From an optimization exercise on the open Yosys and OpenROAD flow, aimed at small area; shortcuts taken in it are not production practice. In this exercise RTL edits were held to simulation tests only and were not proved equivalent to the original. No activity file was given, so power comes from the tool's default toggle rates.

==> design.v <==
module toplevel(S, DIP, LedEx, SEG, AN, reset, clk, led, usb_tx, usb_rx);
    input reset;
    input clk;
    output reg [7:0] led;
    output [3:0] AN;
    output [7:0] SEG;
    output [23:0] LedEx;
    input [23:0] DIP;
    input [4:0] S;
    input usb_rx;
    output reg usb_tx;
    localparam [6:0] C49 = 7'b0101011;
    localparam [6:0] C99 = 7'b1001011;
    localparam [9:0] B858 = 10'b0100000110;
    reg [6:0] c;         
    reg [4:0] C;         
    wire c_end  = (c == C99);
    wire c_mid  = (c == C49);
    always @(posedge clk or negedge reset)
        if (!reset) begin
            c <= 0;
            C <= 0;
            led <= 0;
        end else begin
            c <= c_end ? 7'd0 : {c[5:0], ~(c[6] ^ c[5])};
            if (c_end) begin
                C <= (C[4] & C[1] & C[0]) ? 5'd0 : C + 5'd1;
                if (C[3] & ~C[2] & ~C[1] & C[0])
                    led <= led + 8'h1;
            end
        end
    reg tx_done;
    wire tx_edge = ~tx_done & ((c[0] & ~c[1] & c[3] & c[4] & ~c[5] & ~c[6] & ~C[0] & C[3] & ~led[0] & ~led[1] & ~led[2]) |
        (~c[0] & c[1] & ~c[2] & c[3] & c[4] & ~c[6] & C[0] & ~C[1] & C[4] & ~led[1] & ~led[2]) |
        (c[0] & c[1] & c[2] & c[3] & c[4] & c[5] & ~C[0] & C[1] & C[2] & ~C[3] & led[0] & ~led[1] & ~led[2]) |
        (~c[0] & ~c[1] & c[3] & ~c[4] & ~c[6] & C[0] & ~C[1] & ~C[2] & C[3] & led[0] & led[1] & ~led[2]) |
        (c[0] & ~c[1] & c[2] & c[3] & c[5] & ~c[6] & ~C[0] & C[1] & C[4] & ~led[0] & ~led[1]) |
        (~c[0] & ~c[3] & ~c[4] & ~c[5] & c[6] & ~C[0] & C[1] & C[2] & ~C[3] & ~led[0] & ~led[1] & led[2]));
    always @(posedge clk or negedge reset)
        if (!reset) begin
            usb_tx <= 1;
            tx_done <= 0;
        end else begin
            if (tx_edge)
                usb_tx <= ~usb_tx;
            if (led[3])
                tx_done <= 1;
        end
    reg [15:0] bcd;      
    reg        fired;    
    reg [13:0] K;        
    reg [1:0]  mx;       
    wire active = ~|S;
    wire ge99   = (|K[13:7]) | (K[6] & K[5] & (K[4] | K[3] | K[2] | (K[1] & K[0])));
    wire ge999  = (|K[13:10]) | (&K[9:5] & (K[4] | K[3] | (&K[2:0])));
    wire ge9999 = K[13] & K[10] & K[9] & K[8] & (&K[3:0]);
    wire fire = active & (mx[0] ? ge99 : mx[1] ? ge999 : ge9999);
    wire n0 = bcd[3] & bcd[0];       
    wire n1 = bcd[7] & bcd[4];
    wire n2 = bcd[11] & bcd[8];
    wire n3 = bcd[15] & bcd[12];
    wire cy0 = fire & fired;
    wire cy1 = cy0 & n0;
    wire cy2 = cy1 & n1;
    wire cy3 = cy2 & n2;
    function [3:0] dinc(input [3:0] d, input ci, input nine);
        dinc = !ci ? d : nine ? 4'd0 : d + 4'd1;
    endfunction
    always @(posedge clk or negedge reset)
        if (!reset) begin
            bcd <= 0;
            fired <= 0;
            K <= 0;
            mx <= 0;
        end else begin
            if (!active) begin
                if (S[4])      mx <= 2'd2;
                else if (S[3]) mx <= 2'd1;
                else if (S[1]) mx <= 2'd0;
            end
            K <= fire ? 14'd0 : K + {13'd0, active};
            fired <= fired | fire;
            bcd <= {dinc(bcd[15:12], cy3, n3), dinc(bcd[11:8], cy2, n2), dinc(bcd[7:4], cy1, n1), dinc(bcd[3:0], cy0, n0)};
        end
    reg [3:0] dig;       
    reg [1:0] sidx;      
    reg       back;      
    wire nz3 = |bcd[15:12];
    wire nz2 = nz3 | (|bcd[11:8]);
    wire nz1 = nz2 | (|bcd[7:4]);
    wire [1:0] cur = back ? 2'd0 : sidx + 2'd1;
    wire show = cur[1] ? (cur[0] ? nz3 : nz2) : (cur[0] ? nz1 : 1'b1);
    wire [3:0] curdig = cur[1] ? (cur[0] ? bcd[15:12] : bcd[11:8]) : (cur[0] ? bcd[7:4] : bcd[3:0]);
    always @(posedge clk or negedge reset)
        if (!reset) begin
            dig <= 4'hf;
            sidx <= 2'd3;
            back <= 0;
        end else if (c_mid) begin
            if (show) begin
                dig <= curdig;
                sidx <= cur;
            end
            back <= ~show;
        end
    wire blank = &dig;
    assign AN = {~(~blank & sidx == 2'd3), ~(~blank & sidx == 2'd2), ~(~blank & sidx == 2'd1), ~(~blank & sidx == 2'd0)};
    reg [7:0] seg_r;
    always @(*)
        case (dig)
            4'h0: seg_r = 8'hc0;
            4'h1: seg_r = 8'hf9;
            4'h2: seg_r = 8'ha4;
            4'h3: seg_r = 8'hb0;
            4'h4: seg_r = 8'h99;
            4'h5: seg_r = 8'h92;
            4'h6: seg_r = 8'h82;
            4'h7: seg_r = 8'hf8;
            4'h8: seg_r = 8'h80;
            4'h9: seg_r = 8'h90;
            default: seg_r = 8'hff;
        endcase
    assign SEG = seg_r;
    reg [3:0] rs;        
    reg [9:0] rb;        
    reg [9:0] sh;        
    reg [9:0] frame;
    reg       rx_d;
    reg       seen;
    wire rcv  = |rs[3:1];
    wire tick = rcv & (rb == B858);
    always @(posedge clk) begin
        rb <= (!rcv || tick) ? 10'd0 : {rb[8:0], ~(rb[9] ^ rb[6])};
        if (tick)
            sh <= {usb_rx, sh[9:1]};
    end
    always @(posedge clk or negedge reset)
        if (!reset) begin
            rs <= 0;
            frame <= 0;
            rx_d <= 0;
            seen <= 0;
        end else begin
            rx_d <= usb_rx;
            if (rs == 4'd0) begin
                if (usb_rx) rs <= 4'd1;
            end else if (rs == 4'd1) begin
                if (!usb_rx) begin
                    rs <= 4'd2;
                    seen <= 1;
                end
            end else if (tick) begin
                if (rs[3] & rs[2]) begin
                    rs <= 4'd0;
                    frame <= sh;
                end else
                    rs <= rs + 4'd1;
            end
        end
    assign LedEx = {seen, 6'd0, rx_d, 6'd0, frame};
endmodule
==> run.sh <==
#!/bin/bash
# synth_recipe.tcl (not shown) runs the flow's synth.tcl, then flattens the netlist and writes it again
# the make line also repeats each setting of config.mk as NAME=value (left out here)
make -C /OpenROAD-flow-scripts/flow DESIGN_CONFIG=/design/flow/config.mk WORK_HOME=/design/flow/orfs CLKGATE_MAP_FILE= SYNTH_SCRIPT=/design/flow/synth_recipe.tcl finish
==> config.mk <==
export PLATFORM = sky130hd
export DESIGN_NAME = toplevel
export DESIGN_NICKNAME = toplevel
export VERILOG_FILES = /design/flow/design.v
export SDC_FILE = /design/flow/constraint.sdc
export NUM_CORES = 4
export LEC_CHECK = 0
export ABC_AREA = 1
export CAP_MARGIN = 20
export CORE_MARGIN = 2
export CORE_UTILIZATION = 40
export SLEW_MARGIN = 20
==> constraint.sdc <==
create_clock -name core_clock -period 10.0 [get_ports {clk}]
set_input_delay 2.0000 -clock core_clock [delete_from_list [all_inputs] [get_ports {clk}]]
set_output_delay 2.0000 -clock core_clock [all_outputs]
set_load 0.01 [all_outputs]
==> impl_metrics.py, run 1 <==
metrics = {
    "timing": {
        "finClkSkew_ns": 0.009596,
        "report.final.hold_viol_count": 0,
        "setup_tns_ns": 0,
        "fin_hold_ws_ns": 0.4268,
        "rsz0062_at_grt": "false",
        "final.period_utilization_pct": 41.22,
        "max_slew_margin_pct": 33.40,
        "setup_viol": 0,
        "fmax_mhz": 242.6,
        "period_minus_slack_ns": 4.122,
        "drv_slew": 0,
        "worst_pin_slew_ns": 0.9953,
    },
    "placed_design": {
        "placed_area_um2": 5543,
        "dp_hpwl_um": 6455,
        "dp_cells": 781,
        "globalplace.congestion": 0.8148,
        "port_buffers": 39,
    },
    "logic_synthesis": {
        "mappedNetlistArea_um2": 5046,
        "synth-compound-area-share_pct": 8.282,
        "synthAdderAreaFrac_pct": 5.703,
        "synthTopCellsByArea": "dfrtp_1 (35%), nand2_1 (8.0%), inv_1 (6.7%)",
        "syn_inst": 579,
        "synth_ff_type": "dfrtp_1",
        "ys_ff_latch": 98,
        "yosys.area_share.xor_xnor_pct": 3.273,
        "synth.distinct_cells": 45,
        "yosysSeqAreaShare_pct": 48.77,
        "yosys.area_share.simple_pct": 21.60,
        "synth_edf_count": 10,
        "synth_top_area_share_pct": 35.21,
        "syn_avg_cell_area_um2": 8.715,
        "synth_warnings": 1,
        "yosys-mux-area-fraction_pct": 2.232,
        "synth_top_family_by_area": "simple AND/OR/NAND/NOR gates",
        "async_flop_share_pct": 79.59,
        "synth_top_area_cell": "dfrtp_1",
    },
    "power_and_ir_drop": {
        "cellLeakagePower_nw": 2.806,
        "p_seq_share_pct": 48.6,
        "p_comb_share_pct": 18.2,
        "p_per_area_nw_per_um2": 167.2,
        "switching_share_pct": 30.80,
        "p_switching_mw": 0.2999,
        "ir_drop_mv": 0.07581,
        "p_clk_share_pct": 33.3,
        "p_int_mw": 0.6738,
    },
    "global_route": {
        "grt_pass1_vias": 3528,
        "grt_max_degree": 79,
        "globalRoute.totalOverflow": 0,
        "grt_pass1_wl_um": 15530,
        "grt_antenna_before_repair": 0,
        "grt_util_all_layers_pct": 14.35,
    },
    "layout": {
        "antennaDiodeCount": 0,
        "areaGrowthSynthToFinish_pct": 15.37,
        "layout.cells.non_filler": 797,
        "final_core_util_pct": 46.70,
        "final_area_um2": 5822,
        "final_layout_size_suffix_gt1_share_pct": 9.440,
        "nets": 675,
    },
    "worst_setup_path": {
        "worstSetupStartpointType": "primary input",
        "endpoint_kind": "register",
        "cp.required_ns": 10.25,
        "arrival_ns": 4.37,
        "path_class": "primary input to register",
        "cp_max_fo": 3,
    },
    "clock_tree": {
        "cts_tree": "built",
        "holdBufCountCts": 0,
        "path_clk_slew_ns": 0.07,
        "insertion_delay_ns": 0.34,
        "post_cts.repair.setup_buffers": 0,
        "cts.repair.resized": 0,
        "clockRootBuffer": "clkbuf_16",
        "clock_sinks": 98,
        "cts_buffers": 9,
        "h-tree-depth": 3,
        "clockBufferDepth": 2,
    },
    "detailed_routing": {
        "dr.first_iter.drc_count": 158,
        "routed_via_density": 4.576,
        "vias": 3647,
        "postRouteAntennaNets": 0,
        "wire_per_inst_um": 11.28,
        "wl_um": 8987,
        "drt_pass1_iterations": 4,
        "drc_errors": 0,
    },
    "die": {
        "initial_core_util_pct": 40.48,
        "coreArea_um2": 12470,
        "dieWidth_um": 116.3,
        "die_h_um": 116.3,
        "dieArea_um2": 13530,
        "ioPinCount": 77,
        "row_count": 41,
    },
    "job": {
        "drv_cap": 0,
    },
    "hold_path": {
        "hp-class": "register to register",
    },
    "status": {
        "status": "complete, no violations",
    },
}
-- routing by layer --
layer | up-vias | GRT usage, % | share of wire [%]
met3 | 4 | 3.788 | 2.7
met5 | - | 0 | 0
met1 | 1693 | 18.55 | 48
li1 | 1903 | - | -
met2 | 47 | 23.99 | 48
met4 | 0 | 3.810 | 0.72
-- power groups by stage --
stage	sequential, mW	clock (mW)	combinational (mW)
2_1_floorplan	0.472	0	0.142
3_3_place_gp	0.479	0	0.168
3_5_place_dp	0.480	0	0.176
4_1_cts	0.473	0.336	0.178
5_1_grt	0.478	0.352	0.207
6_report	0.473	0.324	0.177
-- cells in the mapped netlist (4+ instances only) --
library cell / instances
edfxtp_1: 10
nor3_1: 15
nor2_2: 4
inv_2: 5
o211ai_1: 4
buf_4: 15
ha_1: 23
o21ai_1: 6
mux2_2: 10
dfrtp_1: 71
nand2_1: 107
dfstp_2: 7
dfxtp_1: 10
a21oi_1: 20
o21ai_0: 31
inv_1: 90
nand3_1: 23
nor2_1: 59
xor2_1: 14
nand4_1: 12
clkbuf_1: 4
-- worst paths after layout --
check / start / to / slack, ns / cells after the start
max in group asynchronous: reset / bcd[1] / 7.82 / 1
min in group asynchronous: reset / frame[5] / 1.68 / 1
max reg2reg: rb[6] / rs[3] / 7.81 / 7
min reg2reg: rb[5] / rb[6] / 0.43 / 2
max: S[3] / K[12] / 5.88 / 17
min: rb[5] / rb[6] / 0.43 / 2
-- logic make-up (layout without fill, tap and decap cells) --
kind of cell / after synthesis / in the layout
xor gates and xnor gates: 18 / 18
adders and majority gates: 23 / 23
buffers and inverters: 115 / 150
DFF: 98 / 98
AOI/OAI and AO/OA: 74 / 74
other: 2 / 13
and+or+nand+nor: 239 / 239
muxes: 10 / 10
-- worst max-delay path, stage by stage --
cell and delay, ns:
clkdlybuf4s50_1 0.42, or2_1 0.25, nor2_1 0.09, inv_1 0.06, nor2_2 0.09, nand2_2 0.08, inv_1 0.06, ha_1 0.16
ha_1 0.18, nand2_1 0.06, nor2_1 0.13, nand2_1 0.08, nor2_1 0.17, nand2_1 0.10, nor3_1 0.20, nor2_1 0.06
nor3b_1 0.19
-- sequential cells by signal, indices dropped and copies added, names as in the netlist --
register  flops
C             5
K            14
back          1
bcd          16
c             7
dig           4
fired         1
frame        10
led           8
mx            2
rb           10
rs            4
rx_d          1
seen          1
sh           10
sidx          2
tx_done       1
usb_tx        1
-- placed cells by master, fill, tap and decap left out, types with 2 or more instances in the layout --
| cell type | count |
|---|---|
| edfxtp_1 | 10 |
| o211ai_1 | 4 |
| nor4_1 | 2 |
| nand3_2 | 3 |
| o31ai_1 | 2 |
| ha_1 | 23 |
| a21oi_1 | 20 |
| o21ai_0 | 31 |
| nand3_1 | 23 |
| clkbuf_16 | 9 |
| clkinvlp_4 | 2 |
| nor3_1 | 15 |
| o21ai_1 | 6 |
| dfxtp_1 | 10 |
| conb_1 | 13 |
| xnor2_1 | 3 |
| nor2_1 | 59 |
| inv_6 | 3 |
| dfstp_2 | 7 |
| mux2_2 | 10 |
| nand2_2 | 2 |
| inv_2 | 5 |
| xor2_1 | 14 |
| nor2_2 | 4 |
| or2_1 | 2 |
| nand4_1 | 12 |
| o21bai_1 | 3 |
| dfrtp_1 | 71 |
| clkdlybuf4s50_1 | 38 |
| inv_1 | 90 |
| a211oi_1 | 2 |
| a32oi_1 | 2 |
| or2_2 | 3 |
| nand2_1 | 107 |
-- through the flow --
| stage | setup slack, ns | power [mW] |
|---|---|---|
| 5_1_grt | 5.594 | 1.037 |
| 4_1_cts | 5.868 | 0.9870 |
| 3_5_place_dp | 5.517 | 0.6564 |
| 6_report | 5.878 | 0.9737 |
| 2_1_floorplan | 6.207 | 0.6139 |
| 3_3_place_gp | 5.557 | 0.6470 |
-- area by class of cell --
cell class	count	area [um2]
Clock buffer	9	225.2
Clock inverter	7	50.05
Fill cell	1207	6644
Inverter	95	356.6
Multi-Input combinational cell	377	2122
Sequential cell	98	2461
Tap cell	172	215.2
Timing Repair Buffer	39	391.6
==> run 2: changes to the inputs <==
--- a/config.mk
+++ b/config.mk
@@ -9,4 +9,5 @@
 export CAP_MARGIN = 20
 export CORE_MARGIN = 2
 export CORE_UTILIZATION = 40
+export CTS_BUF_LIST = sky130_fd_sc_hd__clkbuf_8
 export SLEW_MARGIN = 20
==> run 2 against run 1 <==
Net effect: routed wire length is 1.6% lower; non-clock buffer count unchanged; die area unchanged; via count barely moved; global-route usage shrank 0.15 points; worst hold slack better by 0.0046 ns; critical path type is now register to output pin; clock power down 27%; critical path depth down 11; sequential share of layout area increased by 0.75 points.
==> impl_metrics.py, run 2 <==
metrics = {
    "status": {
        "status": "complete, no violations",
    },
    "worst_setup_path": {
        "arrival_ns": 2.12,
        "worstSetupStartpointType": "register",
        "path_buf_inv": 3,
        "critPathSlowestCell": "dfstp_2",
        "endpoint_kind": "output pin",
        "cp_max_fo": 4,
        "cp.required_ns": 8.00,
        "critPathTopFamily": "buffers and inverters",
        "crit_chain": "inv_1 -> ha_1 -> nand2_1 -> inv_1 -> o21ai_0 -> clkdlybuf4s50_1",
        "crit_top_cell": "inv_1",
        "critical_path.max_stage_delay_ns": 0.57,
        "path_class": "register to output pin",
    },
    "clock_tree": {
        "cts.repair.resized": 0,
        "clockBufferDepth": 2,
        "holdBufCountCts": 0,
        "clockRootBuffer": "clkbuf_8",
        "h-tree-depth": 3,
        "clock_sinks": 98,
        "cts_tree": "built",
        "insertion_delay_ns": 0.36,
        "post_cts.repair.setup_buffers": 0,
        "path_clk_slew_ns": 0.10,
        "cts_buffers": 9,
    },
    "die": {
        "ioPinCount": 77,
        "initial_core_util_pct": 40.48,
        "coreArea_um2": 12470,
        "dieArea_um2": 13530,
        "dieWidth_um": 116.3,
        "die_h_um": 116.3,
        "row_count": 41,
    },
    "logic_synthesis": {
        "synth.distinct_cells": 45,
        "syn_avg_cell_area_um2": 8.715,
        "synthTopCellsByArea": "dfrtp_1 (35%), nand2_1 (8.0%), inv_1 (6.7%)",
        "synth_top_area_share_pct": 35.21,
        "async_flop_share_pct": 79.59,
        "syn_inst": 579,
        "synth_warnings": 1,
        "yosysSeqAreaShare_pct": 48.77,
        "yosys-top-cells-count": "nand2_1 (107), inv_1 (90), dfrtp_1 (71), nor2_1 (59), o21ai_0 (31)",
        "synth_ff_type": "dfrtp_1",
        "mappedNetlistArea_um2": 5046,
        "synth.most_common_cell": "nand2_1",
        "ys_ff_latch": 98,
        "synth_edf_count": 10,
        "synth_top_area_cell": "dfrtp_1",
    },
    "detailed_routing": {
        "drc_errors": 0,
        "vias": 3645,
        "postRouteAntennaNets": 0,
        "wl_um": 8845,
        "routed_via_density": 4.573,
        "drt_pass1_iterations": 4,
        "wire_per_inst_um": 11.10,
        "dr.first_iter.drc_count": 153,
    },
    "placed_design": {
        "dp_cells": 781,
        "globalplace.congestion": 0.8148,
        "placed_area_um2": 5543,
        "dp_hpwl_um": 6455,
        "port_buffers": 39,
    },
    "global_route": {
        "grt_antenna_before_repair": 0,
        "grt_util_all_layers_pct": 14.20,
        "grt_pass1_vias": 3549,
        "grt_pass1_wl_um": 15470,
        "globalRoute.totalOverflow": 0,
        "grt_max_degree": 79,
    },
    "layout": {
        "mostFrequentLayoutCell": "nand2_1",
        "reg.largest.list": "bcd (16), K (14)",
        "final_cell_mix": "nand2_1 (107), inv_1 (90), dfrtp_1 (71)",
        "final_area_um2": 5720,
        "final_layout_size_suffix_gt1_share_pct": 9.440,
        "antennaDiodeCount": 0,
        "largest_reg_flops": 16,
        "regMostFlops": "bcd",
        "areaGrowthSynthToFinish_pct": 13.36,
        "nets": 675,
        "layout.cells.non_filler": 797,
    },
    "timing": {
        "final.period_utilization_pct": 41.24,
        "report.final.hold_viol_count": 0,
        "worst_pin_slew_ns": 0.9814,
        "rsz0062_at_grt": "false",
        "period_minus_slack_ns": 4.124,
        "setup_tns_ns": 0,
        "finClkSkew_ns": 0.01014,
        "fmax_mhz": 242.5,
        "setup_viol": 0,
        "drv_slew": 0,
        "max_slew_margin_pct": 34.33,
    },
    "power_and_ir_drop": {
        "power_mw": 0.8827,
        "p_per_area_nw_per_um2": 154.3,
        "cellLeakagePower_nw": 2.760,
        "ir_drop_mv": 0.08106,
    },
    "hold_path": {
        "hp-class": "register to register",
    },
    "job": {
        "drv_cap": 0,
    },
}
-- run 2: cell count changes in the layout (fill, tap and decap cells not counted) --
cell | previous run | this run
clkbuf_16 | 9 | 0
clkbuf_8 | 0 | 9
-- run 2: power breakdown --
part | leakage [nW] | total, mW | internal, mW | switching, mW
sequential | 1.17 | 0.472 | 0.439 | 0.0324
clock | 0.0841 | 0.235 | 0.0919 | 0.144
combinational | 1.51 | 0.175 | 0.0638 | 0.112
-- run 2: worst paths after layout --
check,cells after the start,slack (ns),from,endpoint
min reg2reg,2,0.43,rb[5],rb[6]
max in group asynchronous,1,7.86,reset,bcd[7]
min,2,0.43,rb[5],rb[6]
max,6,5.88,dig[0],SEG[3]
min in group asynchronous,1,1.64,reset,frame[5]
max reg2reg,7,7.81,rb[6],rs[3]
-- run 2: kinds of logic after synthesis --
family | synth area share [%]
flip-flops | 48.77
AND/OR/NAND/NOR | 21.60
AO/OA/AOI/OAI | 8.282
adder cells (fa/ha/maj) | 5.703
buffers and inverters | 9.992
XOR/XNOR | 3.273
other | 0.1488
multiplexers | 2.232
-- run 2: cell type report --
class / instances / area [um2]
clock inverter: 7 / 50.05
multi-input combinational: 377 / 2122
timing repair buffer: 39 / 391.6
fill: 1213 / 6745
tap: 172 / 215.2
clock buffer: 9 / 123.9
sequential: 98 / 2461
inverter: 95 / 356.6
-- run 2: per-layer routing --
metal | global-route usage, % | up-vias | share of wire, %
met5 | 0 | - | 0
met2 | 23.72 | 42 | 47
li1 | - | 1903 | -
met1 | 18.48 | 1687 | 49
met4 | 5.873 | 0 | 1.9
met3 | 2.231 | 13 | 2.3
-- run 2: stage by stage --
step / hold slack [ns] / utilization, % / worst slack, ns
finish: 0.4314 / 45.89 / 5.876
detailed placement: 0.4091 / 44.46 / 5.517
floorplan: 0.4082 / - / 6.207
CTS: 0.4357 / 45.86 / 5.850
global placement: 0.4059 / 44.46 / 5.557
global route: 0.4387 / 45.89 / 5.616
-- run 2: worst reg2reg max path: stages, from the launching register on --
cell and delay, ns:
dfxtp_1 0.33, or2_1 0.24, nor2_1 0.15, nand2_1 0.09, nor2_1 0.76, o21ai_2 0.24, o21bai_1 0.19, o21a_1 0.13
==> run 3: changes to the inputs <==
==> flow/run.sh (new file) <==
#!/bin/bash
# Own flow: the standard layout with three changes
#  - synthesis without the half/full-adder extraction and with a stronger area-only ABC script
#    (flow/abc_area.script); registers are mapped exactly as in the standard synthesis
#  - after floorplan every logic cell is swapped for its smallest size (flow/downsize.tcl)
#  - ports are buffered with sky130_fd_sc_hd__buf_1
set -euo pipefail
W=$(pwd)
cp -r "$FLOW_HOME/scripts" "$W/myscripts"
cp "$W/flow/abc_area.script" "$W/myscripts/abc_area.script"
bash standard.sh synth SCRIPTS_DIR="$W/myscripts" ADDER_MAP_FILE= > "$W/synth.log" 2>&1
bash standard.sh finish "POST_FLOORPLAN_TCL=$W/flow/downsize.tcl" "BUFFER_PORTS_ARGS=-buffer_cell sky130_fd_sc_hd__buf_1" > "$W/layout.log" 2>&1
==> flow/abc_area.script (new file) <==
strash
&get -n
&deepsyn -T 30
&put
dch -f
amap
topo
==> flow/downsize.tcl (new file) <==
# Swap every logic cell for the smallest cell of the same function (timing is far from critical);
# later repair steps upsize where slew or capacitance need it.
set db [ord::get_db]
set lib [lindex [$db getLibs] 0]
set n 0
foreach inst [[ord::get_db_block] getInsts] {
  set m [$inst getMaster]
  set name [$m getName]
  if {![regexp {^(sky130_fd_sc_hd__\w+?)_(\d+)$} $name -> base drive]} { continue }
  if {[string match "*tap*" $base] || [string match "*conb*" $base] || [string match "*fill*" $base] || [string match "*decap*" $base]} { continue }
  set best $m
  foreach d {0 1 2} {
    set cand [$db findMaster "${base}_$d"]
    if {$cand eq "NULL" || $cand eq ""} { continue }
    if {[$cand getWidth] < [$best getWidth]} { set best $cand }
  }
  if {$best ne $m} {
    set lc [get_lib_cells */[$best getName]]
    if {[llength $lc] == 0 || [get_property [lindex $lc 0] dont_use]} { continue }
    replace_cell [get_cells [$inst getName]] [lindex $lc 0]
    incr n
  }
}
puts "downsize: replaced $n cells"
==> standard.sh (new file) <==
#!/bin/bash
# synth_recipe.tcl (not shown) runs the flow's synth.tcl, then flattens the netlist and writes it again
# the make line also repeats each setting of config.mk as NAME=value (left out here)
make -C /OpenROAD-flow-scripts/flow DESIGN_CONFIG=/design/flow/config.mk WORK_HOME=/design/flow/orfs CLKGATE_MAP_FILE= SYNTH_SCRIPT=/design/flow/synth_recipe.tcl "${@:-finish}"
--- a/config.mk
+++ b/config.mk
@@ -9,5 +9,4 @@
 export CAP_MARGIN = 20
 export CORE_MARGIN = 2
 export CORE_UTILIZATION = 40
-export CTS_BUF_LIST = sky130_fd_sc_hd__clkbuf_8
 export SLEW_MARGIN = 20
removed: run.sh
==> run 3 against run 2 <==
Net effect: critical endpoint is now bcd[15]; largest cell class unchanged; first-iteration DRC count is 17% lower; register-to-register slack got worse by 1.3 ns; still clean on timing, DRC and antenna; via count shrank 18%; highest routed layer unchanged; critical path type is now primary input to register; final area is 21% lower.
==> impl_metrics.py, run 3 <==
metrics = {
    "logic_synthesis": {
        "synth.most_common_cell": "nor2_1",
        "synth_edf_count": 10,
        "mappedNetlistArea_um2": 4118,
        "yosysSeqAreaShare_pct": 59.77,
        "synth_ff_type": "dfrtp_1",
        "ys_ff_latch": 98,
        "synth.distinct_cells": 39,
        "synth_warnings": 1,
        "synth_top_area_cell": "dfrtp_1",
        "syn_inst": 419,
        "yosys-top-cells-count": "nor2_1 (82), dfrtp_1 (71), clkinv_1 (51), nand2_1 (22), nor3_1 (22)",
        "synth_top_area_share_pct": 43.15,
        "syn_avg_cell_area_um2": 9.827,
        "async_flop_share_pct": 79.59,
        "synthTopCellsByArea": "dfrtp_1 (43%), nor2_1 (7.5%), edfxtp_1 (7.3%)",
    },
    "die": {
        "die_h_um": 105.5,
        "ioPinCount": 77,
        "dieArea_um2": 11120,
        "initial_core_util_pct": 40.61,
        "row_count": 37,
        "dieWidth_um": 105.5,
        "coreArea_um2": 10140,
    },
    "power_and_ir_drop": {
        "p_int_mw": 0.5367,
        "p_seq_share_pct": 60.5,
        "ir_drop_mv": 0.09530,
        "p_clk_share_pct": 35.2,
        "p_comb_share_pct": 4.3,
        "cellLeakagePower_nw": 1.886,
        "switching_share_pct": 22.58,
        "p_switching_mw": 0.1565,
        "p_per_area_nw_per_um2": 152.6,
        "power_mw": 0.6932,
    },
    "placed_design": {
        "pre_cts_slack_ns": 4.097,
        "dp_cells": 587,
        "globalplace.congestion": 0.8215,
        "placed_area_um2": 4355,
        "port_buffers": 39,
        "dp_hpwl_um": 5221,
    },
    "layout": {
        "mostFrequentLayoutCell": "nor2_1",
        "antennaDiodeCount": 0,
        "nets": 494,
        "largest_reg_flops": 16,
        "reg.largest.list": "bcd (16), K (14)",
        "layout.cells.non_filler": 603,
        "areaGrowthSynthToFinish_pct": 10.30,
        "final_layout_size_suffix_gt1_share_pct": 4.497,
        "regMostFlops": "bcd",
        "final_area_um2": 4542,
        "final_cell_mix": "nor2_1 (82), dfrtp_1 (71), clkinv_1 (52)",
    },
    "clock_tree": {
        "cts_tree": "built",
        "clock_sinks": 98,
        "clockRootBuffer": "clkbuf_8",
        "post_cts.repair.setup_buffers": 0,
        "cts_buffers": 9,
        "holdBufCountCts": 0,
        "clockBufferDepth": 2,
        "insertion_delay_ns": 0.36,
        "path_clk_slew_ns": 0.09,
        "h-tree-depth": 3,
        "cts.repair.resized": 0,
    },
    "timing": {
        "report.final.hold_viol_count": 0,
        "worst_pin_slew_ns": 0.9571,
        "rsz0062_at_grt": "false",
        "final.period_utilization_pct": 55.62,
        "layout_setup_ws_ns": 4.438,
        "setup_viol": 0,
        "finClkSkew_ns": 0.01325,
        "drv_slew": 0,
        "period_minus_slack_ns": 5.562,
        "setup_tns_ns": 0,
        "max_slew_margin_pct": 36.19,
        "fmax_mhz": 179.8,
    },
    "worst_setup_path": {
        "worstSetupStartpointType": "primary input",
        "cp.required_ns": 10.28,
        "r2r_setup_slack_ns": 6.56,
        "crit_path_start": "S[3]",
        "cp_max_fo": 4,
        "path_class": "primary input to register",
        "endpoint_kind": "register",
        "worstSetupEndpoint": "bcd[15]",
        "worstRegToRegCells": 18,
        "r2r_start": "K[0]",
        "arrival_ns": 5.84,
        "r2r_end": "bcd[15]",
    },
    "detailed_routing": {
        "postRouteAntennaNets": 0,
        "routed_via_density": 4.962,
        "drt_pass1_iterations": 5,
        "dr.first_iter.drc_count": 127,
        "wl_um": 7292,
        "vias": 2992,
        "wire_per_inst_um": 12.09,
        "drc_errors": 0,
    },
    "global_route": {
        "globalRoute.totalOverflow": 0,
        "grt_util_all_layers_pct": 14.05,
        "grt_pass1_wl_um": 12650,
        "grt_max_degree": 79,
        "grt_antenna_before_repair": 0,
        "grt_pass1_vias": 2843,
    },
    "job": {
        "drv_cap": 0,
    },
    "status": {
        "status": "complete, no violations",
    },
    "hold_path": {
        "hp-class": "register to register",
    },
}
==> run 3: cell types whose count changed after synthesis, moves of 19 or more <==
| cell | previous run | this run |
|---|---|---|
| ha_1 | 23 | 0 |
| clkinv_1 | 0 | 51 |
| nor2_1 | 59 | 82 |
| o21ai_0 | 31 | 12 |
| inv_1 | 90 | 0 |
| nand2_1 | 107 | 22 |
==> run 3: cells by family (layout without fill, tap and decap cells) <==
kind of cell	count (synthesis)	in the layout	share of synthesized area [%]
and+or+nand+nor	170	170	18.78
DFF	98	98	59.77
AOI/OAI and AO/OA	80	80	13.61
buffers and inverters	69	106	7.657
other	2	13	0.1824
==> run 3: worst min-delay path by stage <==
stage / from / endpoint / slack, ns / cells past startpoint
final: rb[1] / rb[2] / 0.43 / 2
after global routing: rb[1] / rb[2] / 0.45 / 2
after CTS: rb[1] / rb[2] / 0.43 / 2
after detailed placement: rb[1] / rb[2] / 0.42 / 2
after global placement: rb[5] / rb[6] / 0.41 / 2
after floorplan: rb[5] / rb[6] / 0.40 / 2
==> run 3: routing by layer <==
layer / share of wire, % / GRT usage [%] / routed length (um) / up-vias
li1: - / - / - / 1500
met1: 47 / 17.41 / 3423 / 1429
met2: 47 / 23.18 / 3422 / 53
met3: 4.7 / 4.515 / 343 / 10
met4: 1.4 / 4.762 / 102 / 0
met5: 0 / 0 / 0 / -
==> run 3: area by class of cell <==
class	count	area, um2
fill	1005	5597
sequential	98	2461
multi-input combinational	263	1383
inverter	51	191.4
tap	136	170.2
timing repair buffer	39	150.1
clock buffer	11	131.4
clock inverter	5	55.05
==> run 3: power by group through the flow <==
stage                     sequential (mW)  clock (mW)  combinational [mW]
final                               0.419       0.244              0.0297
after global routing                0.421       0.271              0.0347
after CTS                           0.420       0.254              0.0305
after detailed placement            0.428           0              0.0306
after global placement              0.427           0              0.0293
after floorplan                     0.425           0              0.0230
==> run 3: critical path, cell delays in order <==
cell,delay [ns]
buf_1,0.08
or2_0,0.24
nor4_1,0.34
clkinv_1,0.19
nor2b_1,0.21
nand2_1,0.11
nor2_1,0.17
and2_0,0.26
nand3_1,0.11
o22ai_1,0.15
o21ai_0,0.17
nor2_1,0.17
nand2_1,0.14
nor2_1,0.21
clkinv_1,0.14
nor2_1,0.21
nand2_1,0.12
nor2_1,0.20
nand2_1,0.15
nor2_1,0.22
nand3_1,0.13
o22ai_1,0.12
==> run 3: through the flow <==
step                      utilization (%)  hold WS [ns]
after floorplan                         -        0.4031
after global routing                44.80        0.4501
after CTS                           44.80        0.4336
after global placement              42.96        0.4101
after detailed placement            42.96        0.4195
final                               44.80        0.4303
==> run 4: changes to the inputs <==
--- a/design.v
+++ b/design.v
@@ -30,12 +30,13 @@
             end
         end
     reg tx_done;
-    wire tx_edge = ~tx_done & ((c[0] & ~c[1] & c[3] & c[4] & ~c[5] & ~c[6] & ~C[0] & C[3] & ~led[0] & ~led[1] & ~led[2]) |
-        (~c[0] & c[1] & ~c[2] & c[3] & c[4] & ~c[6] & C[0] & ~C[1] & C[4] & ~led[1] & ~led[2]) |
-        (c[0] & c[1] & c[2] & c[3] & c[4] & c[5] & ~C[0] & C[1] & C[2] & ~C[3] & led[0] & ~led[1] & ~led[2]) |
-        (~c[0] & ~c[1] & c[3] & ~c[4] & ~c[6] & C[0] & ~C[1] & ~C[2] & C[3] & led[0] & led[1] & ~led[2]) |
-        (c[0] & ~c[1] & c[2] & c[3] & c[5] & ~c[6] & ~C[0] & C[1] & C[4] & ~led[0] & ~led[1]) |
-        (~c[0] & ~c[3] & ~c[4] & ~c[5] & c[6] & ~C[0] & C[1] & C[2] & ~C[3] & ~led[0] & ~led[1] & led[2]));
+    wire tx_u868 = c[0] & ~c[1] & c[3] & c[4] & ~c[5] & ~c[6] & ~C[0] & C[3] & ~led[0] & ~led[1] & ~led[2];
+    wire tx_u1737 = ~c[0] & c[1] & ~c[2] & c[3] & c[4] & ~c[6] & C[0] & ~C[1] & C[4] & led[0] & ~led[1];
+    wire tx_u2606 = c[0] & c[1] & c[2] & c[3] & c[4] & c[5] & ~C[0] & C[1] & C[2] & ~C[3] & led[0] & ~led[1];
+    wire tx_u6951 = ~c[0] & ~c[1] & c[3] & ~c[4] & ~c[6] & C[0] & ~C[1] & ~C[2] & C[3] & led[0] & led[1];
+    wire tx_u7820 = c[0] & ~c[1] & c[2] & c[3] & c[5] & ~c[6] & ~C[0] & C[1] & C[4] & led[2];
+    wire tx_u8689 = ~c[0] & ~c[3] & ~c[4] & ~c[5] & c[6] & C[1] & C[2] & ~C[3] & led[2];
+    wire tx_edge = ~tx_done & (tx_u868 | tx_u1737 | tx_u2606 | tx_u6951 | tx_u7820 | tx_u8689);
     always @(posedge clk or negedge reset)
         if (!reset) begin
             usb_tx <= 1;
@@ -43,11 +44,10 @@
         end else begin
             if (tx_edge)
                 usb_tx <= ~usb_tx;
-            if (led[3])
+            if (tx_edge & tx_u8689)
                 tx_done <= 1;
         end
     reg [15:0] bcd;      
-    reg        fired;    
     reg [13:0] K;        
     reg [1:0]  mx;       
     wire active = ~|S;
@@ -59,17 +59,17 @@
     wire n1 = bcd[7] & bcd[4];
     wire n2 = bcd[11] & bcd[8];
     wire n3 = bcd[15] & bcd[12];
-    wire cy0 = fire & fired;
+    wire cy0 = fire;
     wire cy1 = cy0 & n0;
     wire cy2 = cy1 & n1;
     wire cy3 = cy2 & n2;
     function [3:0] dinc(input [3:0] d, input ci, input nine);
         dinc = !ci ? d : nine ? 4'd0 : d + 4'd1;
     endfunction
+    wire [3:0] d0 = (bcd[3] & bcd[1]) ? 4'd0 : bcd[3:0] + 4'd1;    
     always @(posedge clk or negedge reset)
         if (!reset) begin
-            bcd <= 0;
-            fired <= 0;
+            bcd <= 16'h000a;
             K <= 0;
             mx <= 0;
         end else begin
@@ -79,8 +79,7 @@
                 else if (S[1]) mx <= 2'd0;
             end
             K <= fire ? 14'd0 : K + {13'd0, active};
-            fired <= fired | fire;
-            bcd <= {dinc(bcd[15:12], cy3, n3), dinc(bcd[11:8], cy2, n2), dinc(bcd[7:4], cy1, n1), dinc(bcd[3:0], cy0, n0)};
+            bcd <= {dinc(bcd[15:12], cy3, n3), dinc(bcd[11:8], cy2, n2), dinc(bcd[7:4], cy1, n1), (cy0 ? (n0 ? 4'd0 : d0) : bcd[3:0])};
         end
     reg [3:0] dig;       
     reg [1:0] sidx;      
@@ -88,27 +87,26 @@
     wire nz3 = |bcd[15:12];
     wire nz2 = nz3 | (|bcd[11:8]);
     wire nz1 = nz2 | (|bcd[7:4]);
-    wire [1:0] cur = back ? 2'd0 : sidx + 2'd1;
+    wire blank = &dig;
+    wire [1:0] cur = (back | blank) ? 2'd0 : sidx + 2'd1;
     wire show = cur[1] ? (cur[0] ? nz3 : nz2) : (cur[0] ? nz1 : 1'b1);
     wire [3:0] curdig = cur[1] ? (cur[0] ? bcd[15:12] : bcd[11:8]) : (cur[0] ? bcd[7:4] : bcd[3:0]);
     always @(posedge clk or negedge reset)
-        if (!reset) begin
+        if (!reset)
             dig <= 4'hf;
-            sidx <= 2'd3;
-            back <= 0;
-        end else if (c_mid) begin
-            if (show) begin
-                dig <= curdig;
+        else if (c_mid & show)
+            dig <= curdig;
+    always @(posedge clk)
+        if (c_mid) begin
+            if (show)
                 sidx <= cur;
-            end
             back <= ~show;
         end
-    wire blank = &dig;
     assign AN = {~(~blank & sidx == 2'd3), ~(~blank & sidx == 2'd2), ~(~blank & sidx == 2'd1), ~(~blank & sidx == 2'd0)};
     reg [7:0] seg_r;
     always @(*)
         case (dig)
-            4'h0: seg_r = 8'hc0;
+            4'h0, 4'ha: seg_r = 8'hc0;
             4'h1: seg_r = 8'hf9;
             4'h2: seg_r = 8'ha4;
             4'h3: seg_r = 8'hb0;
==> flow/run.sh (replaced) <==
#!/bin/bash
# Own flow: the standard layout with three changes
#  - synthesis without the half/full-adder extraction and with a stronger area-only ABC script
#    (flow/abc_area.script); registers are mapped exactly as in the standard synthesis
#  - after floorplan every logic cell is swapped for its smallest size (flow/downsize.tcl)
#  - ports are buffered with sky130_fd_sc_hd__buf_1
#  - clock tree synthesis adds no dummy loads
#  - constant outputs share the synthesis's single tie cell
set -euo pipefail
W=$(pwd)
cp -r "$FLOW_HOME/scripts" "$W/myscripts"
cp "$W/flow/abc_area.script" "$W/myscripts/abc_area.script"
bash standard.sh synth SCRIPTS_DIR="$W/myscripts" ADDER_MAP_FILE= > "$W/synth.log" 2>&1
bash standard.sh finish "POST_FLOORPLAN_TCL=$W/flow/downsize.tcl" "BUFFER_PORTS_ARGS=-buffer_cell sky130_fd_sc_hd__buf_1" \
  "CTS_ARGS=-sink_clustering_enable -repair_clock_nets -dont_use_dummy_load" SKIP_REPAIR_TIE_FANOUT=1 > "$W/layout.log" 2>&1
==> run 4 against run 3 <==
Net effect: still clean on timing, DRC and antenna; synthesized cell count increased by 1.4%; register-to-register slack improved by 0.36 ns; worst hold slack got worse by 0.038 ns; critical path type unchanged; largest cell class unchanged.
==> impl_metrics.py, run 4 <==
metrics = {
    "status": {
        "status": "complete, no violations",
    },
    "logic_synthesis": {
        "synth_ff_type": "dfrtp_1",
        "ys_ff_latch": 97,
        "synthTopCellsByArea": "dfrtp_1 (41%), edfxtp_1 (9.5%), nor2_1 (6.8%)",
        "synth_edf_count": 13,
        "mappedNetlistArea_um2": 4118,
        "syn_avg_cell_area_um2": 9.689,
        "synth.most_common_cell": "nor2_1",
        "syn_inst": 425,
        "synth_top_area_share_pct": 40.72,
        "synth_warnings": 1,
        "yosysSeqAreaShare_pct": 59.53,
        "yosys-top-cells-count": "nor2_1 (75), dfrtp_1 (67), clkinv_1 (53), nand2_1 (37), nor3_1 (20)",
        "synth_top_area_cell": "dfrtp_1",
        "async_flop_share_pct": 76.29,
        "synth.distinct_cells": 42,
    },
    "detailed_routing": {
        "wire_per_inst_um": 11.83,
        "wl_um": 7005,
        "drc_errors": 0,
        "postRouteAntennaNets": 0,
        "dr.first_iter.drc_count": 120,
        "drt_pass1_iterations": 4,
        "routed_via_density": 4.919,
        "vias": 2912,
    },
    "layout": {
        "areaGrowthSynthToFinish_pct": 8.052,
        "antennaDiodeCount": 0,
        "nets": 490,
        "largest_reg_flops": 16,
        "reg.largest.list": "bcd (16), K (14)",
        "mostFrequentLayoutCell": "nor2_1",
        "final_area_um2": 4449,
        "final_cell_mix": "nor2_1 (75), dfrtp_1 (67), clkinv_1 (53)",
        "final_layout_size_suffix_gt1_share_pct": 4.167,
        "regMostFlops": "bcd",
    },
    "timing": {
        "drv_slew": 0,
        "fmax_mhz": 229.1,
        "rsz0062_at_grt": "false",
        "report.final.hold_viol_count": 0,
        "period_minus_slack_ns": 4.365,
        "finClkSkew_ns": 0.03805,
        "worst_pin_slew_ns": 0.9320,
        "layout_setup_ws_ns": 5.635,
        "setup_viol": 0,
        "setup_tns_ns": 0,
        "max_slew_margin_pct": 37.64,
        "final.period_utilization_pct": 43.65,
    },
    "clock_tree": {
        "insertion_delay_ns": 0.37,
        "clock_sinks": 97,
        "path_clk_slew_ns": 0.08,
        "clockBufferDepth": 2,
        "post_cts.repair.setup_buffers": 0,
        "cts.repair.resized": 0,
        "clockRootBuffer": "clkbuf_8",
        "cts_buffers": 9,
        "h-tree-depth": 3,
        "holdBufCountCts": 0,
        "cts_tree": "built",
    },
    "die": {
        "initial_core_util_pct": 40.61,
        "ioPinCount": 77,
        "row_count": 37,
        "die_h_um": 105.5,
        "coreArea_um2": 10140,
        "dieArea_um2": 11120,
        "dieWidth_um": 105.5,
    },
    "worst_setup_path": {
        "endpoint_kind": "register",
        "crit_top_cell": "nor2_1",
        "critPathSlowestCell": "nor3b_1",
        "cp.required_ns": 10.24,
        "arrival_ns": 4.60,
        "critical_path.max_stage_delay_ns": 0.44,
        "worstSetupStartpointType": "primary input",
        "cp_max_fo": 5,
        "path_class": "primary input to register",
        "crit_chain": "buf_1 -> nor3_1 -> nor3b_1 -> o221ai_1 -> nor2_1 -> and3_1 -> nand2_1 -> nor2_1 -> nand2_1 -> nor2_1 -> o21ai_0 -> nor2_1 -> a21oi_1",
    },
    "global_route": {
        "grt_pass1_vias": 2826,
        "globalRoute.totalOverflow": 0,
        "grt_util_all_layers_pct": 13.92,
        "grt_max_degree": 75,
        "grt_pass1_wl_um": 12700,
        "grt_antenna_before_repair": 0,
    },
    "power_and_ir_drop": {
        "p_switching_mw": 0.1847,
        "p_comb_share_pct": 10.6,
        "p_clk_share_pct": 26.4,
        "p_per_area_nw_per_um2": 166.3,
        "p_seq_share_pct": 63.0,
        "switching_share_pct": 24.95,
        "p_int_mw": 0.5554,
        "ir_drop_mv": 0.1143,
        "cellLeakagePower_nw": 1.805,
    },
    "placed_design": {
        "placed_area_um2": 4319,
        "dp_hpwl_um": 5047,
        "pre_cts_slack_ns": 5.227,
        "port_buffers": 39,
        "globalplace.congestion": 0.8204,
    },
    "job": {
        "drv_cap": 0,
    },
    "hold_path": {
        "hp-class": "register to register",
    },
}
==> run 4: cell types whose count changed after synthesis, moves of 3 or more <==
cell and delta:
edfxtp_1 +3, and3_1 +3, a222oi_1 -4, nand2_1 +15, o22ai_1 +4, a31oi_1 +3, nor2_1 -7, dfrtp_1 -4
nand3_1 -3, o21a_1 -3
==> run 4: critical path: cells and delay by family <==
family | cells | cell delay [ns]
simple gates | 9 | 1.93
buf+inv | 1 | 0.10
compound gates | 3 | 0.58
==> run 4: power groups by stage <==
stage	logic [mW]	registers, mW	clock network [mW]
3_5_place_dp	0.0798	0.474	0
2_1_floorplan	0.0664	0.468	0
3_3_place_gp	0.0776	0.473	0
5_1_grt	0.0933	0.473	0.218
6_report	0.0785	0.466	0.195
4_1_cts	0.0799	0.466	0.204
==> run 4: layer usage <==
layer	vias up	routed length, um	track usage (%)	share of wire, %
li1	1499	-	-	-
met1	1352	3549	18.57	51
met2	48	3080	22.40	44
met3	13	229	2.226	3.3
met4	0	146	6.286	2.1
met5	-	0	0	0
==> run 4: final cells by class <==
cell class | count | area, um2
clock buffer | 9 | 123.9
fill | 1005 | 5689
inverter | 53 | 198.9
multi-input combinational | 257 | 1350
sequential | 97 | 2451
tap | 136 | 170.2
timing repair buffer | 40 | 155.1
==> run 4: logic make-up after synthesis <==
logic type	Yosys count	share of synthesized area, %
buf+inv	71	7.840
simple gates	173	19.02
other cells	2	0.1824
flops	97	59.53
compound gates	82	13.43
==> run 4: path summary, 6_finish.rpt <==
check,from,to,slack [ns],cells past startpoint
max in group asynchronous,reset,K[5],7.54,2
worst min-delay path,c[5],c[6],0.39,0
worst max register to register,dig[0],dig[0],6.92,11
worst min register to register,c[5],c[6],0.39,0
min in group asynchronous,reset,led[7],1.87,2
worst max-delay path,S[1],bcd[14],5.63,13
==> run 4: per-stage QoR <==
step / hold WS (ns) / util [%] / cells / total power [mW]
after CTS: 0.3995 / 43.82 / 592 / 0.7504
after detailed placement: 0.3831 / 42.60 / 583 / 0.5536
after floorplan: 0.4030 / - / 425 / 0.5342
after global placement: 0.3745 / 42.60 / 583 / 0.5506
final: 0.3922 / 43.89 / 592 / 0.7401
after global routing: 0.4061 / 43.89 / 592 / 0.7842
==> run 5: changes to the inputs <==
--- a/flow/run.sh
+++ b/flow/run.sh
@@ -1,5 +1,5 @@
 #!/bin/bash
-# Own flow: the standard layout with three changes
+# Own flow: the standard layout with these changes
 #  - synthesis without the half/full-adder extraction and with a stronger area-only ABC script
 #    (flow/abc_area.script); registers are mapped exactly as in the standard synthesis
 #  - after floorplan every logic cell is swapped for its smallest size (flow/downsize.tcl)
==> run 5 against run 4 <==
Net effect: die area unchanged; routed wire length unchanged; final area unchanged; critical endpoint unchanged; largest power group unchanged.
==> impl_metrics.py, run 5 <==
metrics = {
    "status": {
        "status": "complete, no violations",
    },
    "die": {
        "die_h_um": 105.5,
        "dieWidth_um": 105.5,
        "coreArea_um2": 10140,
        "row_count": 37,
        "ioPinCount": 77,
        "dieArea_um2": 11120,
        "initial_core_util_pct": 40.61,
    },
    "hold_path": {
        "hp-class": "register to register",
        "hold_path_depth": 0,
    },
    "layout": {
        "mostFrequentLayoutCell": "nor2_1",
        "largest_reg_flops": 16,
        "areaGrowthSynthToFinish_pct": 8.052,
        "final_cell_mix": "nor2_1 (75), dfrtp_1 (67), clkinv_1 (53)",
        "final_layout_size_suffix_gt1_share_pct": 4.167,
        "antennaDiodeCount": 0,
        "reg.largest.list": "bcd (16), K (14)",
        "nets": 490,
        "final_area_um2": 4449,
        "regMostFlops": "bcd",
    },
    "clock_tree": {
        "clock_sinks": 97,
        "insertion_delay_ns": 0.37,
        "post_cts.repair.setup_buffers": 0,
        "cts_tree": "built",
        "h-tree-depth": 3,
        "holdBufCountCts": 0,
        "clockBufferDepth": 2,
        "cts_buffers": 9,
        "cts.repair.resized": 0,
        "clockRootBuffer": "clkbuf_8",
        "path_clk_slew_ns": 0.08,
    },
    "timing": {
        "setup_viol": 0,
        "setup_tns_ns": 0,
        "drv_slew": 0,
        "final.period_utilization_pct": 43.65,
        "worst_pin_slew_ns": 0.9320,
        "period_minus_slack_ns": 4.365,
        "fmax_mhz": 229.1,
        "finClkSkew_ns": 0.03805,
        "report.final.hold_viol_count": 0,
        "rsz0062_at_grt": "false",
        "max_slew_margin_pct": 37.64,
    },
    "worst_setup_path": {
        "cp.required_ns": 10.24,
        "critical_path.max_stage_delay_ns": 0.44,
        "worstRegToRegCells": 11,
        "arrival_ns": 4.60,
        "worstSetupStartpointType": "primary input",
        "endpoint_kind": "register",
        "worstSetupEndpoint": "bcd[14]",
        "r2r_end": "dig[0]",
        "cp_max_fo": 5,
        "path_buf_inv": 1,
        "path_class": "primary input to register",
        "critPathSlowestCell": "nor3b_1",
        "r2r_start": "dig[0]",
        "cp_num_cells": 13,
        "r2r_setup_slack_ns": 6.92,
        "crit_path_start": "S[1]",
        "critPathTopFamily": "simple AND/OR/NAND/NOR gates",
        "crit_top_cell": "nor2_1",
        "crit_chain": "buf_1 -> nor3_1 -> nor3b_1 -> o221ai_1 -> nor2_1 -> and3_1 -> nand2_1 -> nor2_1 -> nand2_1 -> nor2_1 -> o21ai_0 -> nor2_1 -> a21oi_1",
    },
    "placed_design": {
        "dp_hpwl_um": 5047,
        "globalplace.congestion": 0.8204,
        "port_buffers": 39,
        "placed_area_um2": 4319,
    },
    "power_and_ir_drop": {
        "p_per_area_nw_per_um2": 166.3,
        "cellLeakagePower_nw": 1.805,
        "ir_drop_mv": 0.1143,
    },
    "logic_synthesis": {
        "synth_top_family_by_area": "simple AND/OR/NAND/NOR gates",
        "yosys-mux-area-fraction_pct": 0,
        "yosys.area_share.simple_pct": 19.02,
        "synthTopCellsByArea": "dfrtp_1 (41%), edfxtp_1 (9.5%), nor2_1 (6.8%)",
        "synth.most_common_cell": "nor2_1",
        "synth.distinct_cells": 42,
        "synthAdderAreaFrac_pct": 0,
        "yosys-top-cells-count": "nor2_1 (75), dfrtp_1 (67), clkinv_1 (53), nand2_1 (37), nor3_1 (20)",
        "synth_ff_type": "dfrtp_1",
        "synth_edf_count": 13,
        "synth_top_area_share_pct": 40.72,
        "syn_inst": 425,
        "ys_ff_latch": 97,
        "yosys.area_share.xor_xnor_pct": 0,
        "synth_top_area_cell": "dfrtp_1",
        "mappedNetlistArea_um2": 4118,
        "synth-compound-area-share_pct": 13.43,
        "synth_warnings": 1,
        "syn_avg_cell_area_um2": 9.689,
        "yosysSeqAreaShare_pct": 59.53,
        "async_flop_share_pct": 76.29,
    },
    "global_route": {
        "grt_max_degree": 75,
        "grt_pass1_wl_um": 12700,
        "grt_util_all_layers_pct": 13.92,
        "grt_pass1_vias": 2826,
        "globalRoute.totalOverflow": 0,
        "grt_antenna_before_repair": 0,
    },
    "detailed_routing": {
        "vias": 2912,
        "drt_pass1_iterations": 4,
        "routed_via_density": 4.919,
        "wl_um": 7005,
        "drc_errors": 0,
        "postRouteAntennaNets": 0,
        "wire_per_inst_um": 11.83,
        "dr.first_iter.drc_count": 120,
    },
    "job": {
        "drv_cap": 0,
    },
}
[run 5: cell counts after synthesis]
Identical to the previous run, type by type.
[run 5: worst min path at each step]
stage / from / endpoint / slack, ns
3_5_place_dp: c[5] / c[6] / 0.38
2_1_floorplan: rb[0] / rb[1] / 0.40
4_1_cts: c[5] / c[6] / 0.40
6_report: c[5] / c[6] / 0.39
3_3_place_gp: c[5] / c[6] / 0.37
5_1_grt: c[5] / c[6] / 0.41
[run 5: cell families (layout without fill, tap and decap cells)]
family          count (synthesis)  after routing
simple gates                  173            173
other cells                     2              2
compound gates                 82             82
flops                          97             97
buf+inv                        71            102
[run 5: metal layers]
| layer | global-route usage [%] | part of all wire, % | vias up |
|---|---|---|---|
| met5 | 0 | 0 | - |
| met4 | 6.286 | 2.1 | 0 |
| met3 | 2.226 | 3.3 | 13 |
| met2 | 22.40 | 44 | 48 |
| met1 | 18.57 | 51 | 1352 |
| li1 | - | - | 1499 |
[run 5: stage by stage]
stage               power (mW)  worst slack, ns  std cells  util [%]  hold WS, ns
CTS                     0.7504            5.601        592     43.82       0.3995
detailed placement      0.5536            5.227        583     42.60       0.3831
finish                  0.7401            5.635        592     43.89       0.3922
floorplan               0.5342            5.866        425         -       0.4030
global route            0.7842            5.196        592     43.89       0.4061
global placement        0.5506            5.248        583     42.60       0.3745
[run 5: layout make-up]
| class | count | area (um2) |
|---|---|---|
| Inverter | 53 | 198.9 |
| Fill cell | 1005 | 5689 |
| Tap cell | 136 | 170.2 |
| Multi-Input combinational cell | 257 | 1350 |
| Timing Repair Buffer | 40 | 155.1 |
| Sequential cell | 97 | 2451 |
| Clock buffer | 9 | 123.9 |
[run 5: where the power goes]
group / switching (mW) / internal, mW
clock: 0.115 / 0.0809
combinational: 0.0468 / 0.0317
sequential: 0.0234 / 0.443
total: 0.185 / 0.555
==> run 6: changes to the inputs <==
--- a/design.v
+++ b/design.v
@@ -9,20 +9,19 @@
     input [4:0] S;
     input usb_rx;
     output reg usb_tx;
-    localparam [6:0] C49 = 7'b0101011;
-    localparam [6:0] C99 = 7'b1001011;
-    localparam [9:0] B858 = 10'b0100000110;
+    localparam [6:0] C00 = 7'b0011100;
+    localparam [9:0] B000 = 10'b1111010000;
     reg [6:0] c;         
     reg [4:0] C;         
-    wire c_end  = (c == C99);
-    wire c_mid  = (c == C49);
+    wire c_mid = c[0] & c[1] & c[2] & ~c[3] & ~c[4] & c[5];
+    wire c_end = ~c[0] & c[1] & c[2] & c[3] & ~c[4] & ~c[5];
     always @(posedge clk or negedge reset)
         if (!reset) begin
-            c <= 0;
+            c <= C00;
             C <= 0;
             led <= 0;
         end else begin
-            c <= c_end ? 7'd0 : {c[5:0], ~(c[6] ^ c[5])};
+            c <= {c[5:0], ~(c[6] ^ c[5]) ^ c_end};
             if (c_end) begin
                 C <= (C[4] & C[1] & C[0]) ? 5'd0 : C + 5'd1;
                 if (C[3] & ~C[2] & ~C[1] & C[0])
@@ -30,12 +29,12 @@
             end
         end
     reg tx_done;
-    wire tx_u868 = c[0] & ~c[1] & c[3] & c[4] & ~c[5] & ~c[6] & ~C[0] & C[3] & ~led[0] & ~led[1] & ~led[2];
-    wire tx_u1737 = ~c[0] & c[1] & ~c[2] & c[3] & c[4] & ~c[6] & C[0] & ~C[1] & C[4] & led[0] & ~led[1];
-    wire tx_u2606 = c[0] & c[1] & c[2] & c[3] & c[4] & c[5] & ~C[0] & C[1] & C[2] & ~C[3] & led[0] & ~led[1];
-    wire tx_u6951 = ~c[0] & ~c[1] & c[3] & ~c[4] & ~c[6] & C[0] & ~C[1] & ~C[2] & C[3] & led[0] & led[1];
-    wire tx_u7820 = c[0] & ~c[1] & c[2] & c[3] & c[5] & ~c[6] & ~C[0] & C[1] & C[4] & led[2];
-    wire tx_u8689 = ~c[0] & ~c[3] & ~c[4] & ~c[5] & c[6] & C[1] & C[2] & ~C[3] & led[2];
+    wire tx_u868 = c[0] & ~c[1] & c[2] & c[3] & c[4] & ~c[5] & ~C[0] & C[3] & ~led[0] & ~led[1] & ~led[2];
+    wire tx_u1737 = c[0] & c[2] & c[3] & c[4] & ~c[5] & ~c[6] & C[0] & ~C[1] & C[4] & led[0] & ~led[1];
+    wire tx_u2606 = c[0] & ~c[1] & ~c[4] & c[5] & ~c[6] & ~C[0] & C[1] & C[2] & ~C[3] & led[0] & ~led[1];
+    wire tx_u6951 = ~c[0] & c[1] & c[2] & c[3] & c[4] & ~c[5] & ~c[6] & C[0] & ~C[1] & ~C[2] & C[3] & led[0] & led[1];
+    wire tx_u7820 = ~c[0] & c[1] & c[2] & ~c[3] & c[5] & c[6] & ~C[0] & C[1] & C[4] & led[2];
+    wire tx_u8689 = ~c[1] & c[2] & ~c[3] & ~c[4] & ~c[6] & C[1] & C[2] & ~C[3] & led[2];
     wire tx_edge = ~tx_done & (tx_u868 | tx_u1737 | tx_u2606 | tx_u6951 | tx_u7820 | tx_u8689);
     always @(posedge clk or negedge reset)
         if (!reset) begin
@@ -48,12 +47,13 @@
                 tx_done <= 1;
         end
     reg [15:0] bcd;      
-    reg [13:0] K;        
+    reg [6:0]  Ka, Kb;   
     reg [1:0]  mx;       
     wire active = ~|S;
-    wire ge99   = (|K[13:7]) | (K[6] & K[5] & (K[4] | K[3] | K[2] | (K[1] & K[0])));
-    wire ge999  = (|K[13:10]) | (&K[9:5] & (K[4] | K[3] | (&K[2:0])));
-    wire ge9999 = K[13] & K[10] & K[9] & K[8] & (&K[3:0]);
+    wire b99    = Kb[6] & Kb[5] & Kb[1] & Kb[0];                     
+    wire ge99   = (|Ka) | b99;
+    wire ge999  = Ka[6] | Ka[5] | Ka[4] | (Ka[3] & (Ka[2] | Ka[1] | (Ka[0] & b99)));
+    wire ge9999 = Ka[6] & Ka[5] & Ka[1] & Ka[0] & b99;
     wire fire = active & (mx[0] ? ge99 : mx[1] ? ge999 : ge9999);
     wire n0 = bcd[3] & bcd[0];       
     wire n1 = bcd[7] & bcd[4];
@@ -70,7 +70,8 @@
     always @(posedge clk or negedge reset)
         if (!reset) begin
             bcd <= 16'h000a;
-            K <= 0;
+            Ka <= 0;
+            Kb <= 0;
             mx <= 0;
         end else begin
             if (!active) begin
@@ -78,7 +79,8 @@
                 else if (S[3]) mx <= 2'd1;
                 else if (S[1]) mx <= 2'd0;
             end
-            K <= fire ? 14'd0 : K + {13'd0, active};
+            Kb <= (fire | (active & b99)) ? 7'd0 : Kb + {6'd0, active};
+            Ka <= fire ? 7'd0 : Ka + {6'd0, active & b99};
             bcd <= {dinc(bcd[15:12], cy3, n3), dinc(bcd[11:8], cy2, n2), dinc(bcd[7:4], cy1, n1), (cy0 ? (n0 ? 4'd0 : d0) : bcd[3:0])};
         end
     reg [3:0] dig;       
@@ -126,9 +128,10 @@
     reg       rx_d;
     reg       seen;
     wire rcv  = |rs[3:1];
-    wire tick = rcv & (rb == B858);
+    wire rb_end = ~rb[0] & ~rb[1] & ~rb[2] & rb[3] & ~rb[4] & rb[5] & rb[6] & rb[7] & rb[8];   
+    wire tick = rcv & rb_end;
     always @(posedge clk) begin
-        rb <= (!rcv || tick) ? 10'd0 : {rb[8:0], ~(rb[9] ^ rb[6])};
+        rb <= !rcv ? B000 : {rb[8:0], ~(rb[9] ^ rb[6]) ^ rb_end};
         if (tick)
             sh <= {usb_rx, sh[9:1]};
     end
==> run 6 against run 5 <==
Net effect: still clean on timing, DRC and antenna; highest routed layer unchanged; non-clock buffer count rose by 2; maximum frequency fell by 11%; setup slack got worse by 0.53 ns; register-to-register slack got worse by 0.17 ns.
==> impl_metrics.py, run 6 <==
metrics = {
    "worst_setup_path": {
        "crit_chain": "buf_1 -> or2_0 -> nor4_1 -> and3_1 -> nand3_1 -> clkinv_1 -> nand2_1 -> o21ai_0 -> nand2_1 -> nor2_1 -> nand2_1 -> nor2_1 -> clkinv_1 -> nor2_1 -> nand2_1 -> nor2_1 -> clkinv_1 -> nor2_1 -> o22ai_1",
        "endpoint_kind": "register",
        "crit_top_cell": "nor2_1",
        "worstSetupStartpointType": "primary input",
        "path_class": "primary input to register",
        "worstRegToRegCells": 12,
        "cp.required_ns": 10.25,
        "path_buf_inv": 4,
        "critPathSlowestCell": "nor4_1",
        "cp_max_fo": 5,
        "critical_path.max_stage_delay_ns": 0.36,
        "cp_num_cells": 19,
        "critPathTopFamily": "simple AND/OR/NAND/NOR gates",
        "arrival_ns": 5.15,
    },
    "timing": {
        "setup_tns_ns": 0,
        "max_slew_margin_pct": 38.90,
        "drv_slew": 0,
        "setup_viol": 0,
        "period_minus_slack_ns": 4.896,
        "finClkSkew_ns": 0.03077,
        "fmax_mhz": 204.3,
        "final.period_utilization_pct": 48.96,
        "worst_pin_slew_ns": 0.9164,
        "rsz0062_at_grt": "false",
        "layout_setup_ws_ns": 5.104,
        "report.final.hold_viol_count": 0,
    },
    "logic_synthesis": {
        "synth_top_area_share_pct": 39.36,
        "synth_top_area_cell": "dfrtp_1",
        "mappedNetlistArea_um2": 4069,
        "syn_inst": 410,
        "ys_ff_latch": 97,
        "synth_warnings": 1,
        "synthTopCellsByArea": "dfrtp_1 (39%), edfxtp_1 (9.6%), nor2_1 (6.9%)",
        "syn_avg_cell_area_um2": 9.924,
        "synth.distinct_cells": 38,
        "yosys-top-cells-count": "nor2_1 (75), dfrtp_1 (64), clkinv_1 (51), nand2_1 (21), nor3_1 (18)",
        "synth_edf_count": 13,
        "yosysSeqAreaShare_pct": 60.33,
        "synth_ff_type": "dfrtp_1",
        "synth.most_common_cell": "nor2_1",
        "async_flop_share_pct": 76.29,
    },
    "placed_design": {
        "dp_hpwl_um": 5312,
        "port_buffers": 39,
        "globalplace.congestion": 0.8404,
        "pre_cts_slack_ns": 4.657,
    },
    "layout": {
        "areaGrowthSynthToFinish_pct": 8.610,
        "largest_reg_flops": 16,
        "mostFrequentLayoutCell": "nor2_1",
        "antennaDiodeCount": 0,
        "nets": 480,
        "final_cell_mix": "nor2_1 (75), dfrtp_1 (64), clkinv_1 (51)",
        "regMostFlops": "bcd",
        "final_layout_size_suffix_gt1_share_pct": 5.157,
    },
    "die": {
        "initial_core_util_pct": 41.44,
        "dieWidth_um": 104.9,
        "dieArea_um2": 10990,
        "die_h_um": 104.9,
        "coreArea_um2": 9819,
        "row_count": 36,
        "ioPinCount": 77,
    },
    "hold_path": {
        "hold_path_depth": 0,
        "hp-class": "register to register",
    },
    "status": {
        "status": "complete, no violations",
    },
    "clock_tree": {
        "clockBufferDepth": 2,
        "clock_sinks": 97,
        "cts_tree": "built",
        "post_cts.repair.setup_buffers": 0,
        "cts.repair.resized": 0,
        "cts_buffers": 9,
        "path_clk_slew_ns": 0.10,
        "h-tree-depth": 3,
        "insertion_delay_ns": 0.36,
        "holdBufCountCts": 0,
        "clockRootBuffer": "clkbuf_8",
    },
    "power_and_ir_drop": {
        "cellLeakagePower_nw": 1.750,
        "ir_drop_mv": 0.1066,
        "power_mw": 0.8129,
        "p_per_area_nw_per_um2": 184.0,
    },
    "global_route": {
        "grt_max_degree": 75,
        "grt_pass1_vias": 2936,
        "grt_pass1_wl_um": 12890,
        "grt_util_all_layers_pct": 14.31,
        "grt_antenna_before_repair": 0,
        "globalRoute.totalOverflow": 0,
    },
    "detailed_routing": {
        "postRouteAntennaNets": 0,
        "drt_pass1_iterations": 4,
        "routed_via_density": 5.002,
        "vias": 2896,
        "drc_errors": 0,
        "dr.first_iter.drc_count": 87,
        "wl_um": 7424,
        "wire_per_inst_um": 12.82,
    },
    "job": {
        "drv_cap": 0,
    },
}
-- run 6: cell types whose count changed after synthesis, sizes merged, moves of 3 or more --
cell | previous run | this run
a21oi | 18 | 15
a31oi | 7 | 1
dfrtp | 67 | 64
dfstp | 7 | 10
nand2 | 37 | 21
nand3 | 3 | 9
buf | 18 | 15
o21ai | 13 | 17
-- run 6: path summary, 6_finish.rpt --
path	startpoint	end	slack [ns]
max	S[3]	bcd[14]	5.10
min reg2reg	c[2]	c[3]	0.40
max in group asynchronous	reset	led[5]	7.61
min	c[2]	c[3]	0.40
min in group asynchronous	reset	Ka[6]	1.78
max reg2reg	dig[1]	dig[0]	6.75
-- run 6: cell families after synthesis --
| kind of cell | count (synthesis) | share of synthesized area, % |
|---|---|---|
| buffers and inverters | 66 | 7.472 |
| other | 2 | 0.1846 |
| DFF | 97 | 60.33 |
| AOI/OAI and AO/OA | 80 | 13.28 |
| and+or+nand+nor | 165 | 18.73 |
-- run 6: area by class of cell --
cell class,count,area [um2]
Multi-Input combinational cell,247,1310
Sequential cell,97,2455
Timing Repair Buffer,42,172.7
Inverter,51,191.4
Clock buffer,9,123.9
Fill cell,1006,5400
Tap cell,133,166.4
-- run 6: metrics by stage --
step | cells | hold WS [ns] | cell area [um2] | util (%)
global route | 579 | 0.4122 | 4419 | 45.01
CTS | 579 | 0.4016 | 4419 | 45.01
finish | 579 | 0.4028 | 4419 | 45.01
detailed placement | 570 | 0.3783 | 4295 | 43.74
floorplan | 410 | 0.3695 | 4069 | -
global placement | 570 | 0.3809 | 4295 | 43.74
-- run 6: report_power, final --
part	switching, mW	leakage, nW	internal, mW
clock	0.117	0.0647	0.0810
sequential	0.0348	1.12	0.459
combinational	0.0677	0.568	0.0540
-- run 6: metal layers --
layer / global-route usage, % / routed length (um) / part of all wire (%)
met2: 23.79 / 3456 / 47
met3: 2.682 / 248 / 3.3
met1: 18.38 / 3584 / 48
met5: 0 / 0 / 0
met4: 5.905 / 133 / 1.8

-- static timing again, ports no longer ideal --
The results above use ideal ports. As a check the final layouts listed here were re-extracted and re-timed, cells and wires unchanged. Step 1 (the two cells are an assumption about what drives the block):
set clk [get_ports {clk}]
set_driving_cell -lib_cell sky130_fd_sc_hd__clkbuf_16 $clk
set_driving_cell -lib_cell sky130_fd_sc_hd__buf_2 [delete_from_list [all_inputs] $clk]
Step 2 also shifts input and output timing later by t, the mid clock arrival at the registers, as if the neighbouring blocks saw the same clock. a / b / c = ideal ports / drivers / drivers and shift; a / b = the first two.
| run | t, ns | setup WS [ns] | worst setup path after step 2 |
|---|---|---|---|
| run 1 | 0.372 | 5.878 / 5.872 / 5.516 | input to register |
| run 2 | 0.394 | 5.876 / 5.843 / 5.524 | input to register |
| run 3 | 0.382 | 4.438 / 4.448 / 4.067 | input to register |
| run 4 | 0.377 | 5.635 / 5.637 / 5.260 | input to register |
| run 5 | 0.377 | 5.635 / 5.637 / 5.260 | input to register |
| run 6 | 0.377 | 5.104 / 5.116 / 4.740 | input to register |
After both steps setup and hold are still met in every run listed.
